Background: an optimization exercise with open tools, aiming at small area, a short achievable clock period and few clock cycles. Do not read the settings as production practice.
Where RTL was checked, it was by simulation tests only, not by an equivalence proof against the original.
Power figures rest on the tool's default switching activity, not on a simulated workload.

Design control, start of the top module:
module control#(parameter m=3, w=220, h=220)(
    input rstn,clk,ready,
    input [(m*m)-1:0] kernel,
    output wire [15:0] img_addr,
    output wire img_rd,
    input [7:0] img_data,
    output wire res_valid,
    output wire [15:0] res_addr,
    output wire [7:0] out,
    output wire finish
    );
    localparam [15:0] ST_ROW   = 16'd220;               
    localparam [15:0] ST_COL   = 16'd1 - 16'd1540;      
    localparam [15:0] RS_SAME  = -16'd880 - 16'd221;    
    localparam [15:0] RS_PREV  = 16'd879 - 16'd221;     
    function [15:0] bk16(input [15:0] x, input [15:0] y);
        reg [15:0] g, p, G, P; integer i, d;
        begin
            g = x & y; p = x ^ y; G = g; P = p;
            for (d = 1; d < 16; d = d * 2)
                for (i = 2*d - 1; i < 16; i = i + 2*d) begin
                    G[i] = G[i] | (P[i] & G[i-d]); P[i] = P[i] & P[i-d];
                end
            for (d = 4; d >= 1; d = d / 2)
                for (i = 3*d - 1; i < 16; i = i + 2*d) begin
                    G[i] = G[i] | (P[i] & G[i-d]); P[i] = P[i] & P[i-d];
                end
            bk16 = p ^ {G[14:0], 1'b0};
        end
    endfunction
    function [11:0] bk12(input [11:0] x, input [11:0] y);
        reg [11:0] g, p, G, P; integer i, d;
        begin
            g = x & y; p = x ^ y; G = g; P = p;
            for (d = 1; d < 12; d = d * 2)
                for (i = 2*d - 1; i < 12; i = i + 2*d) begin
                    G[i] = G[i] | (P[i] & G[i-d]); P[i] = P[i] & P[i-d];
                end
            for (d = 4; d >= 1; d = d / 2)
                for (i = 3*d - 1; i < 12; i = i + 2*d) begin
  ...
clock: 13.0 ns
lec_check: 0
cap_margin: 20
core_margin: 2
core_utilization: 40
slew_margin: 20
standard.sh (not shown) runs the stock make flow with config.mk's settings and CLKGATE_MAP_FILE= SYNTH_SCRIPT=/design/flow/synth_recipe.tcl, a recipe that flattens the netlist after the stock synthesis.
==> flow/flow/run.sh <==
#!/bin/bash
# Standard ORFS layout (the standard.sh, unchanged synthesis), with
# buf_2 port buffers and a smaller clock tree.
set -euo pipefail
export BUFFER_PORTS_ARGS="-buffer_cell sky130_fd_sc_hd__buf_2"
export CTS_ARGS="-sink_clustering_enable -repair_clock_nets -root_buf sky130_fd_sc_hd__clkbuf_16 -buf_list {sky130_fd_sc_hd__clkbuf_8 sky130_fd_sc_hd__clkbuf_16} -sink_clustering_size 30 -sink_clustering_max_diameter 100 -dont_use_dummy_load"
export SETUP_SLACK_MARGIN=9.3
bash standard.sh > standard.log 2>&1
Testbench counts at the start, summed over its fixed seeds: cycles 391,812.
Change:
--- a/flow/design.v
+++ b/flow/design.v
@@ -39,21 +39,36 @@
                 end
             for (d = 4; d >= 1; d = d / 2)
                 for (i = 3*d - 1; i < 12; i = i + 2*d) begin
                     G[i] = G[i] | (P[i] & G[i-d]); P[i] = P[i] & P[i-d];
                 end
             bk12 = p ^ {G[10:0], 1'b0};
         end
     endfunction
     function [23:0] csa(input [11:0] x, input [11:0] y, input [11:0] z);
-        begin
-            csa[11:0]  = x ^ y ^ z;
-            csa[23:12] = ((x & y) | (x & z) | (y & z)) << 1;
+        integer i; reg [1:0] t;
+        begin
+            csa[23:12] = 12'd0;
+            for (i = 0; i < 12; i = i + 1) begin
+                t = x[i] + y[i] + z[i];
+                csa[i] = t[0];
+                if (i < 11) csa[13+i] = t[1];
+            end
+        end
+    endfunction
+    function [11:0] rca(input [11:0] x, input [11:0] y, input cin);
+        integer i; reg c;
+        begin
+            c = cin;
+            for (i = 0; i < 12; i = i + 1) begin
+                rca[i] = x[i] ^ y[i] ^ c;
+                c = (x[i] & y[i]) | (x[i] & c) | (y[i] & c);
+            end
         end
     endfunction
     function [11:0] add3(input [11:0] x, input [11:0] y, input [11:0] z);
         reg [23:0] c;
         begin
             c = csa(x, y, z);
             add3 = bk12(c[11:0], c[23:12]);
         end
     endfunction
@@ -138,19 +153,20 @@
     wire [11:0] s2 = add4(a1, m6, m7, m8);
     reg [9:0]  a0;
     reg [10:0] a1;
     reg [11:0] ws;
     always @(posedge clk) begin
         a0 <= s0[9:0];
         a1 <= s1[10:0];
         ws <= s2;
     end
-    wire [6:0] hl = ws[11:6] + ws[5:0];
+    wire [11:0] hl12 = rca({6'd0, ws[11:6]}, {6'd0, ws[5:0]}, 1'b0);
+    wire [6:0] hl = hl12[6:0];
     reg  [3:0] f;
     always @* begin
         case (hl)
             7'd0: f = 4'd0;
             7'd1: f = 4'd0;
             7'd2: f = 4'd0;
             7'd3: f = 4'd0;
             7'd4: f = 4'd0;
             7'd5: f = 4'd0;
@@ -251,19 +267,21 @@
         endcase
     end
     reg  [3:0] f_r;
     reg  [5:0] h_r;
     always @(posedge clk) begin
         f_r <= f;
         h_r <= ws[11:6];
     end
     reg [7:0] q_r;
-    always @(posedge clk) q_r <= {h_r, 3'b0} - h_r + f_r;
+    wire [11:0] h7 = rca({1'b0, h_r, 3'b0}, {2'b11, ~h_r}, 1'b1);
+    wire [11:0] q  = rca(h7, {8'd0, f_r}, 1'b0);
+    always @(posedge clk) q_r <= q[7:0];
     assign out = q_r;
     reg [4:0] vp;
     reg       fin;
     always @(posedge clk) begin
         if (!rstn) begin vp <= 0; fin <= 1'b0; end
         else begin vp <= {vp[3:0], rv}; fin <= vp[3] & ~vp[2] & ~run; end
     end
     assign res_valid = vp[4];
     assign finish = fin;
Outcome: The changed run went through all stages and came out clean. Setup slack gets worse by 0.0095 ns. Final cell count shrinks by 3.6%. Area after synthesis falls by 2.1%. Cell area is lower by 1.9%. Synthesized cell count decreases by 5.4%. Routed wire length is lower by 3.7%. Total power drops by 6.2%. Sequential power barely changes. Sequential share of layout area rises by 0.91 points. Utilization is lower by 0.46 points. Register-to-register slack got worse by 0.07 ns.
Function not checked in the second run of this note: the RTL went through the layout flow alone.


== the reference run ==
control, a different RTL version from the one above (not shown whole).
Size: about 760 cells after synthesis, about 250 flip-flops, ~63 I/O pins.
==> flow/config.mk <==
export PLATFORM = sky130hd
export DESIGN_NAME = control
export DESIGN_NICKNAME = control
export VERILOG_FILES = /design/flow/design.v
export SDC_FILE = /design/flow/constraint.sdc
export NUM_CORES = 4
export LEC_CHECK = 0
export CAP_MARGIN = 20
export CORE_MARGIN = 2
export CORE_UTILIZATION = 40
export SLEW_MARGIN = 20
==> flow/constraint.sdc <==
create_clock -name core_clock -period 13.0 [get_ports {clk}]
set_input_delay 2.6000 -clock core_clock [delete_from_list [all_inputs] [get_ports {clk}]]
set_output_delay 2.6000 -clock core_clock [all_outputs]
set_load 0.01 [all_outputs]
Scripts as last shown in full above: flow/flow/run.sh
The reference run: all stages complete, timing, DRC and antenna checks passed
Testbench counts of the reference run, summed over its fixed seeds: cycles 391,812.
--- input diff the reference run..the trial run ---
--- a/flow/design.v
+++ b/flow/design.v
@@ -38,32 +38,37 @@
                     G[i] = G[i] | (P[i] & G[i-d]); P[i] = P[i] & P[i-d];
                 end
             for (d = 4; d >= 1; d = d / 2)
                 for (i = 3*d - 1; i < 12; i = i + 2*d) begin
                     G[i] = G[i] | (P[i] & G[i-d]); P[i] = P[i] & P[i-d];
                 end
             bk12 = p ^ {G[10:0], 1'b0};
         end
     endfunction
     function [23:0] csa(input [11:0] x, input [11:0] y, input [11:0] z);
-        begin
-            csa[11:0]  = x ^ y ^ z;
-            csa[23:12] = ((x & y) | (x & z) | (y & z)) << 1;
+        integer i; reg [1:0] t;
+        begin
+            csa[23:12] = 12'd0;
+            for (i = 0; i < 12; i = i + 1) begin
+                t = x[i] + y[i] + z[i];
+                csa[i] = t[0];
+                if (i < 11) csa[13+i] = t[1];
+            end
         end
     endfunction
     function [11:0] rca(input [11:0] x, input [11:0] y, input cin);
-        integer i; reg c;
-        begin
-            c = cin;
+        integer i; reg [1:0] t;
+        begin
+            t[1] = cin;
             for (i = 0; i < 12; i = i + 1) begin
-                rca[i] = x[i] ^ y[i] ^ c;
-                c = (x[i] & y[i]) | (x[i] & c) | (y[i] & c);
+                t = x[i] + y[i] + t[1];
+                rca[i] = t[0];
             end
         end
     endfunction
     function [11:0] add3(input [11:0] x, input [11:0] y, input [11:0] z);
         reg [23:0] c;
         begin
             c = csa(x, y, z);
             add3 = bk12(c[11:0], c[23:12]);
         end
     endfunction
==> notes.md <==
The trial run was carried through to the last stage, and its layout satisfied the timing, DRC and antenna checks. The trial run vs the reference run, instance count: the trial run lower. Changes observed in the trial run relative to the reference run: wire length of the first global-routing pass decreased by 530 um relative to the old numbers, XOR/XNOR share of the synthesized area closely matched the old numbers, global-route usage decreased by 0.27 points relative to the old numbers, leakage power total decreased by about 3% relative to the old numbers, final setup slack of the worst path increased by 0.012 ns relative to the old numbers. Comparing design area for the reference run and the trial run, the smaller number came from the trial run. The trial run: routed wire length 4.6% below the reference run.
Testbench counts of the trial run, summed over its fixed seeds: cycles 391,812.


run 5:
Another version of the RTL of control (not shown whole).
For scale: about 9400 um^2 of cells after synthesis.
Design control, start of the top module:
module control#(parameter m=3, w=220, h=220)(
    input rstn,clk,ready,
    input [(m*m)-1:0] kernel,
    output wire [15:0] img_addr,
    output wire img_rd,
    input [7:0] img_data,
    output wire res_valid,
    output wire [15:0] res_addr,
    output wire [7:0] out,
    output wire finish
    );
clock: 13.0 ns
lec_check: 0
cap_margin: 20
core_margin: 2
core_utilization: 40
slew_margin: 20
Scripts as last shown in full above: flow/flow/run.sh
Testbench counts of run 5, summed over its fixed seeds: cycles 392,466.
### run 5 -> run 4
-- flow/design.v --
<<< run 5, line 13
    localparam [15:0] ST_ROW   = 16'd220;               
    localparam [15:0] ST_COL   = 16'd1 - 16'd1540;      
    localparam [15:0] ST_STRIP = -16'd440;              
    localparam [15:0] RS_SAME  = -16'd880 - 16'd221;    
    localparam [15:0] RS_PREV  = 16'd879 - 16'd221;     
    function [15:0] bk16(input [15:0] x, input [15:0] y);
        reg [15:0] g, p, G, P; integer i, d;
>>> run 4, line 13
    localparam [15:0] ST_ROW   = 16'd220;               
    localparam [15:0] ST_COL   = 16'd1 - 16'd1540;      
    localparam [15:0] RS_SAME  = -16'd660 - 16'd221;    
    localparam [15:0] RS_PREV  = 16'd1099 - 16'd221;    
    function [15:0] bk16(input [15:0] x, input [15:0] y);
        reg [15:0] g, p, G, P; integer i, d;
<<< run 5, line 73
    reg [2:0]  rc;           
    reg [7:0]  cc;           
    reg        last_strip;
    wire start    = ready_r & ~run;
    reg        rc_end;       
    reg        cc_end;       
    wire strip_end = rc_end & cc_end;
    wire prelast  = ra[15] & ra[11] & ~ra[5];
    wire run_end  = last_strip & (cc == 8'd219) & (rc == 3'd3);
    wire [2:0] rc_nx = rc + 3'd1;
    wire last_nx  = last_strip | (strip_end & prelast);
    assign img_rd   = rd;
    assign img_addr = ra;
>>> run 4, line 72
    reg [2:0]  rc;           
    reg [7:0]  cc;           
    reg        re;           
    reg        dum;          
    reg        last_strip;
    wire start     = ready_r & ~run;
    wire strip_end = dum & (rc == 3'd4);
    wire prelast   = ra[15] & ra[6] & ~ra[4] & ~ra[3];
    wire run_end   = last_strip & (cc == 8'd219) & (rc == 3'd3);
    wire [2:0] rc_nx = strip_end ? 3'd0 : rc + 3'd1;
    wire last_nx   = last_strip | (strip_end & prelast);
    assign img_rd   = rd;
    assign img_addr = ra;
<<< run 5, line 102
            rc <= 3'd0;
            cc <= 8'd0;
            rc_end <= 1'b0;
            cc_end <= 1'b0;
            last_strip <= 1'b0;
        end else begin
            rc <= rc_nx;
            rc_end <= (rc == 3'd6);
            if (rc_end) cc_end <= (cc == 8'd219);
            ra <= bk16(ra, !rc_end ? ST_ROW : !cc_end ? ST_COL : ST_STRIP);
            if (rc_end) cc <= cc_end ? 8'd0 : cc + 8'd1;
            last_strip <= last_nx;
        end
    end
    reg [15:0] rs;
    always @(posedge clk) rs <= bk16(ra, rc[2] ? RS_SAME : RS_PREV);
    assign res_addr = rs;
    wire rv = run & (rc >= 3'd2) & (cc >= 8'd2) & ~cc_end & ~(last_strip & rc[2]);
    reg [8:0] kr;
    always @(posedge clk) kr <= kernel;
>>> run 4, line 101
            rc <= 3'd0;
            cc <= 8'd0;
            re <= 1'b0;
            dum <= 1'b0;
            last_strip <= 1'b0;
        end else begin
            rc <= rc_nx;
            re <= (rc == 3'd6);
            ra <= bk16(ra, re ? ST_COL : ST_ROW);
            if (re) begin
                cc <= cc + 8'd1;
                dum <= (cc == 8'd219);
            end else if (strip_end) begin
                cc <= 8'd0;
                dum <= 1'b0;
            end
            last_strip <= last_nx;
        end
    end
    reg [15:0] rs;
    always @(posedge clk) rs <= bk16(ra, (rc[2] | (rc[1] & rc[0])) ? RS_SAME : RS_PREV);
    assign res_addr = rs;
    wire rv = run & (rc >= 3'd2) & (cc >= 8'd2) & ~dum & ~(last_strip & rc[2]);
    reg [8:0] kr;
    always @(posedge clk) kr <= kernel;
<<< run 5, line 249
        endcase
    end
    reg  [3:0] f_r;
    reg  [5:0] h_r;
    always @(posedge clk) begin
        f_r <= f;
        h_r <= ws[11:6];
    end
    reg [7:0] q_r;
    always @(posedge clk) q_r <= {h_r, 3'b0} - h_r + f_r;
    assign out = q_r;
    reg [4:0] vp;
    reg       fin;
    always @(posedge clk) begin
        if (!rstn) begin vp <= 0; fin <= 1'b0; end
        else begin vp <= {vp[3:0], rv}; fin <= vp[3] & ~vp[2] & ~run; end
    end
    assign res_valid = vp[4];
    assign finish = fin;
endmodule
>>> run 4, line 253
        endcase
    end
    reg [7:0] q_r;
    always @(posedge clk) q_r <= {ws[11:6], 3'b0} - ws[11:6] + f;
    assign out = q_r;
    reg [3:0] vp;
    reg       fin;
    always @(posedge clk) begin
        if (!rstn) begin vp <= 0; fin <= 1'b0; end
        else begin vp <= {vp[2:0], rv}; fin <= vp[2] & ~vp[1] & ~run; end
    end
    assign res_valid = vp[3];
    assign finish = fin;
endmodule
Notes after the runs:
On run 4: core outline area is about 0.9% lower than what run 5 gave.
Compared with run 5, run 4 is hungrier on power.
Cell area | run 4 vs run 5 | run 4 larger
Looking at total routing usage reported by global routing, run 4 sits 0.33 points above run 5.
Delta (run 4 minus run 5): layout overhead on the synthesized area increased 3.1 points, mean instance size in the synthesized netlist fell by about 0.8%, fraction of power spent switching nets now larger, routed wire length rose about 5%, instance count after placement with tap cells included went down.
Across run 5 and run 4, the outcome is the same: a clean finish for every run.
Run 5 vs run 4, capture point of the critical path: img_addr[8] vs q_r[7]$_DFF_P_
Setup slack in run 4 is smaller than in run 5.
Run 4 vs run 5: first-pass GRT wire length up slightly
Sequential cell area: run 4 vs run 5 down about 4%
No functional check of the RTL was part of run 4.


== pepper ==
Another version of the RTL of control (not shown whole).
Size: ~240 flip-flops, about 63 I/O pins.
==> module control, before the edit <==
module control#(parameter m=3, w=220, h=220)(
    input rstn,clk,ready,
    input [(m*m)-1:0] kernel,
    output wire [15:0] img_addr,
    output wire img_rd,
    input [7:0] img_data,
    output wire res_valid,
    output wire [15:0] res_addr,
    output wire [7:0] out,
    output wire finish
    );
    localparam [15:0] ST_ROW   = 16'd220;               
    localparam [15:0] ST_COL   = 16'd1 - 16'd1540;      
    localparam [15:0] ST_STRIP = -16'd440;              
    localparam [15:0] RS_SAME  = -16'd660 - 16'd221;    
    localparam [15:0] RS_PREV  = 16'd1099 - 16'd221;    
    reg        ready_r;
    reg        run;
    reg        rd;
    reg [15:0] ra;
    reg [2:0]  rc;           
    reg [7:0]  cc;           
    reg        last_strip;
    wire start    = ready_r & ~run;
    wire rc_end   = (rc == 3'd7);
    wire cc_end   = (cc == 8'd220);
    wire strip_end = rc_end & cc_end;
    wire prelast  = ra[15] & ra[11] & ~ra[5];
    wire run_end  = last_strip & (cc == 8'd219) & (rc == 3'd3);
    wire [2:0] rc_nx = rc + 3'd1;
    wire last_nx  = last_strip | (strip_end & prelast);
    assign img_rd   = rd;
    assign img_addr = ra;
    always @(posedge clk) ready_r <= ready;
    always @(posedge clk) begin
        if (!rstn) begin
            run <= 1'b0;
            rd  <= 1'b0;
        end else if (start) begin
            run <= 1'b1;
            rd  <= 1'b1;
        end else begin
            if (run_end) run <= 1'b0;
            rd <= run & ~run_end & ~(last_nx & rc_nx[2]);
        end
    end
    always @(posedge clk) begin
        if (start) begin
            ra <= 16'd0;
            rc <= 3'd0;
            cc <= 8'd0;
            last_strip <= 1'b0;
        end else begin
            rc <= rc_nx;
            ra <= ra + (!rc_end ? ST_ROW : !cc_end ? ST_COL : ST_STRIP);
            if (rc_end) cc <= cc_end ? 8'd0 : cc + 8'd1;
            last_strip <= last_nx;
        end
    end
    reg [15:0] rs;
    wire same_col = rc[2] | (rc[1] & rc[0]);           
    always @(posedge clk) rs <= ra + (same_col ? RS_SAME : RS_PREV);
    assign res_addr = rs;
    wire rv = run & (rc >= 3'd2) & (cc >= 8'd2) & ~cc_end & ~(last_strip & rc[2]);
    reg [8:0] kr;
    always @(posedge clk) kr <= kernel;
    reg [7:0] sr [0:16];
    integer i;
    always @(posedge clk) begin
        sr[0] <= img_data;
        for (i = 1; i <= 16; i = i + 1) sr[i] <= sr[i-1];
    end
    wire [7:0] p2 = sr[0];
    wire [7:0] p1 = sr[8];
    wire [7:0] p0 = sr[16];
    wire [9:0] r0 = (p0 & {8{kr[0]}}) + (p1 & {8{kr[1]}}) + (p2 & {8{kr[2]}});
    wire [9:0] r1 = (p0 & {8{kr[3]}}) + (p1 & {8{kr[4]}}) + (p2 & {8{kr[5]}});
    wire [9:0] r2 = (p0 & {8{kr[6]}}) + (p1 & {8{kr[7]}}) + (p2 & {8{kr[8]}});
    reg [9:0]  a0;
    reg [10:0] a1;
    reg [11:0] ws;
    always @(posedge clk) begin
        a0 <= r0;
        a1 <= a0 + r1;
        ws <= a1 + r2;
    end
    wire [5:0] dh = ws[11:6];
    wire [6:0] hl = dh + ws[5:0];
    reg  [3:0] f;
    always @* begin
        case (hl)
            7'd0: f = 4'd0;
            7'd1: f = 4'd0;
            7'd2: f = 4'd0;
            7'd3: f = 4'd0;
            7'd4: f = 4'd0;
            7'd5: f = 4'd0;
            7'd6: f = 4'd0;
            7'd7: f = 4'd0;
            7'd8: f = 4'd0;
            7'd9: f = 4'd1;
            7'd10: f = 4'd1;
            7'd11: f = 4'd1;
            7'd12: f = 4'd1;
            7'd13: f = 4'd1;
            7'd14: f = 4'd1;
            7'd15: f = 4'd1;
            7'd16: f = 4'd1;
            7'd17: f = 4'd1;
            7'd18: f = 4'd2;
            7'd19: f = 4'd2;
            7'd20: f = 4'd2;
            7'd21: f = 4'd2;
            7'd22: f = 4'd2;
            7'd23: f = 4'd2;
            7'd24: f = 4'd2;
            7'd25: f = 4'd2;
            7'd26: f = 4'd2;
            7'd27: f = 4'd3;
            7'd28: f = 4'd3;
            7'd29: f = 4'd3;
            7'd30: f = 4'd3;
            7'd31: f = 4'd3;
            7'd32: f = 4'd3;
            7'd33: f = 4'd3;
            7'd34: f = 4'd3;
            7'd35: f = 4'd3;
            7'd36: f = 4'd4;
            7'd37: f = 4'd4;
            7'd38: f = 4'd4;
            7'd39: f = 4'd4;
            7'd40: f = 4'd4;
            7'd41: f = 4'd4;
            7'd42: f = 4'd4;
            7'd43: f = 4'd4;
            7'd44: f = 4'd4;
            7'd45: f = 4'd5;
            7'd46: f = 4'd5;
            7'd47: f = 4'd5;
            7'd48: f = 4'd5;
            7'd49: f = 4'd5;
            7'd50: f = 4'd5;
            7'd51: f = 4'd5;
            7'd52: f = 4'd5;
            7'd53: f = 4'd5;
            7'd54: f = 4'd6;
            7'd55: f = 4'd6;
            7'd56: f = 4'd6;
            7'd57: f = 4'd6;
            7'd58: f = 4'd6;
            7'd59: f = 4'd6;
            7'd60: f = 4'd6;
            7'd61: f = 4'd6;
            7'd62: f = 4'd6;
            7'd63: f = 4'd7;
            7'd64: f = 4'd7;
            7'd65: f = 4'd7;
            7'd66: f = 4'd7;
            7'd67: f = 4'd7;
            7'd68: f = 4'd7;
            7'd69: f = 4'd7;
            7'd70: f = 4'd7;
            7'd71: f = 4'd7;
            7'd72: f = 4'd8;
            7'd73: f = 4'd8;
            7'd74: f = 4'd8;
            7'd75: f = 4'd8;
            7'd76: f = 4'd8;
            7'd77: f = 4'd8;
            7'd78: f = 4'd8;
            7'd79: f = 4'd8;
            7'd80: f = 4'd8;
            7'd81: f = 4'd9;
            7'd82: f = 4'd9;
            7'd83: f = 4'd9;
            7'd84: f = 4'd9;
            7'd85: f = 4'd9;
            7'd86: f = 4'd9;
            7'd87: f = 4'd9;
            7'd88: f = 4'd9;
            7'd89: f = 4'd9;
            7'd90: f = 4'd10;
            7'd91: f = 4'd10;
            7'd92: f = 4'd10;
            7'd93: f = 4'd10;
            7'd94: f = 4'd10;
            7'd95: f = 4'd10;
            7'd96: f = 4'd10;
            7'd97: f = 4'd10;
            7'd98: f = 4'd10;
            default: f = 4'd0;
        endcase
    end
    reg [7:0] q_r;
    always @(posedge clk) q_r <= {dh, 3'b0} - dh + f;
    assign out = q_r;
    reg [3:0] vp;
    reg [3:0] fp;
    always @(posedge clk) begin
        if (!rstn) begin vp <= 0; fp <= 0; end
        else begin vp <= {vp[2:0], rv}; fp <= {fp[2:0], run_end}; end
    end
    assign res_valid = vp[3];
    assign finish = fp[3];
endmodule
Settings: LEC_CHECK=0, CAP_MARGIN=20, CORE_MARGIN=2, CORE_UTILIZATION=40, SLEW_MARGIN=20; clock period 13.0 ns.
==> flow/flow/run.sh <==
#!/bin/bash
# Standard ORFS layout (the standard.sh, unchanged synthesis), with
# buf_2 port buffers and a smaller clock tree.
set -euo pipefail
export BUFFER_PORTS_ARGS="-buffer_cell sky130_fd_sc_hd__buf_2"
export CTS_ARGS="-sink_clustering_enable -repair_clock_nets -buf_list {sky130_fd_sc_hd__clkbuf_4 sky130_fd_sc_hd__clkbuf_8} -sink_clustering_size 20 -sink_clustering_max_diameter 50 -dont_use_dummy_load"
bash standard.sh > standard.log 2>&1
pepper | status: complete | timing, DRC, antenna: pass
## Diff of input files: cedar against pepper
--- a/flow/design.v
+++ b/flow/design.v
@@ -13,8 +13,8 @@
     localparam [15:0] ST_ROW   = 16'd220;               
     localparam [15:0] ST_COL   = 16'd1 - 16'd1540;      
     localparam [15:0] ST_STRIP = -16'd440;              
-    localparam [15:0] RS_SAME  = -16'd660 - 16'd221;    
-    localparam [15:0] RS_PREV  = 16'd1099 - 16'd221;    
+    localparam [15:0] RS_SAME  = -16'd880 - 16'd221;    
+    localparam [15:0] RS_PREV  = 16'd879 - 16'd221;     
     reg        ready_r;
     reg        run;
     reg        rd;
@@ -59,8 +59,7 @@
         end
     end
     reg [15:0] rs;
-    wire same_col = rc[2] | (rc[1] & rc[0]);           
-    always @(posedge clk) rs <= ra + (same_col ? RS_SAME : RS_PREV);
+    always @(posedge clk) rs <= ra + (rc[2] ? RS_SAME : RS_PREV);
     assign res_addr = rs;
     wire rv = run & (rc >= 3'd2) & (cc >= 8'd2) & ~cc_end & ~(last_strip & rc[2]);
     reg [8:0] kr;
@@ -85,8 +84,12 @@
         a1 <= a0 + r1;
         ws <= a1 + r2;
     end
-    wire [5:0] dh = ws[11:6];
-    wire [6:0] hl = dh + ws[5:0];
+    reg  [6:0] hl;
+    reg  [8:0] h7;
+    always @(posedge clk) begin
+        hl <= ws[11:6] + ws[5:0];
+        h7 <= {ws[11:6], 3'b0} - ws[11:6];
+    end
     reg  [3:0] f;
     always @* begin
         case (hl)
@@ -193,14 +196,14 @@
         endcase
     end
     reg [7:0] q_r;
-    always @(posedge clk) q_r <= {dh, 3'b0} - dh + f;
+    always @(posedge clk) q_r <= h7 + f;
     assign out = q_r;
-    reg [3:0] vp;
-    reg [3:0] fp;
+    reg [4:0] vp;
+    reg [4:0] fp;
     always @(posedge clk) begin
         if (!rstn) begin vp <= 0; fp <= 0; end
-        else begin vp <= {vp[2:0], rv}; fp <= {fp[2:0], run_end}; end
-    end
-    assign res_valid = vp[3];
-    assign finish = fp[3];
+        else begin vp <= {vp[3:0], rv}; fp <= {fp[3:0], run_end}; end
+    end
+    assign res_valid = vp[4];
+    assign finish = fp[4];
 endmodule
==> notes.md <==
cedar reached the final stage; the timing, DRC and antenna checks on its layout passed. Comparing transition at the pin with the smallest max-transition slack for cedar and pepper, the smaller number came from cedar. Lower clock skew goes to pepper over cedar. In cedar, the mean post-synth cell area came out 1.9% below the value in pepper. Relative to pepper, cedar degrades area after synthesis. In the tables for cedar and pepper, half-perimeter wire length after detailed placement reads lower with cedar. Summary of cedar over pepper: minimum period implied by the final worst setup slack decreased by 0.17 ns relative to the old numbers; met1 usage in global routing now smaller. A dominant power group of sequential cells is what cedar shows, while combinational cells belongs to pepper.
Testbench counts of cedar, summed over its fixed seeds: cycles 392,466.
Only the layout flow was run in pepper; the RTL was not checked for function there.

re-timing with driven ports:
Ports are ideal in the flow. The routed layouts listed here were re-timed in OpenROAD. Step 1 (the two cells are an assumption about what drives the block):
set clk [get_ports {clk}]
set_driving_cell -lib_cell sky130_fd_sc_hd__clkbuf_16 $clk
set_driving_cell -lib_cell sky130_fd_sc_hd__buf_2 [delete_from_list [all_inputs] $clk]
Step 2 also shifts input and output timing later by t, the mid clock arrival at the registers, as if the neighbouring blocks saw the same clock. Slacks: ideal / step 1 / step 2; pairs: ideal / step 1.
| run | t, ns | setup WS [ns] | worst hold slack (ns) | clock arrival spread, ns | cell pins on the clock port's net |
|---|---|---|---|---|---|
| the first run of note 1 | 0.518 | 9.376 / 9.329 / 9.537 | 0.278 / 0.278 / 0.278 | 0.048 / 0.048 | 1 |
| the second run of note 1 | 0.497 | 9.366 / 9.322 / 9.498 | 0.283 / 0.283 / 0.283 | 0.045 / 0.044 | 1 |
| the reference run | 0.505 | 9.361 / 9.318 / 9.480 | 0.305 / 0.305 / 0.305 | 0.028 / 0.028 | 1 |
| the trial run | 0.497 | 9.373 / 9.330 / 9.528 | 0.282 / 0.282 / 0.282 | 0.044 / 0.044 | 1 |
| run 5 | 0.514 | 9.370 / 9.325 / 9.512 | 0.298 / 0.298 / 0.298 | 0.042 / 0.043 | 1 |
| run 4 | 0.494 | 9.310 / 9.285 / 9.310 | 0.330 / 0.330 / 0.330 | 0.072 / 0.072 | 1 |
| pepper | 0.550 | 9.020 / 9.020 / 9.020 | 0.282 / 0.282 / 0.282 | 0.062 / 0.062 | 1 |
| cedar | 0.573 | 9.194 / 9.154 / 9.520 | 0.259 / 0.259 / 0.259 | 0.089 / 0.089 | 1 |
After both steps every run listed still meets setup and hold.
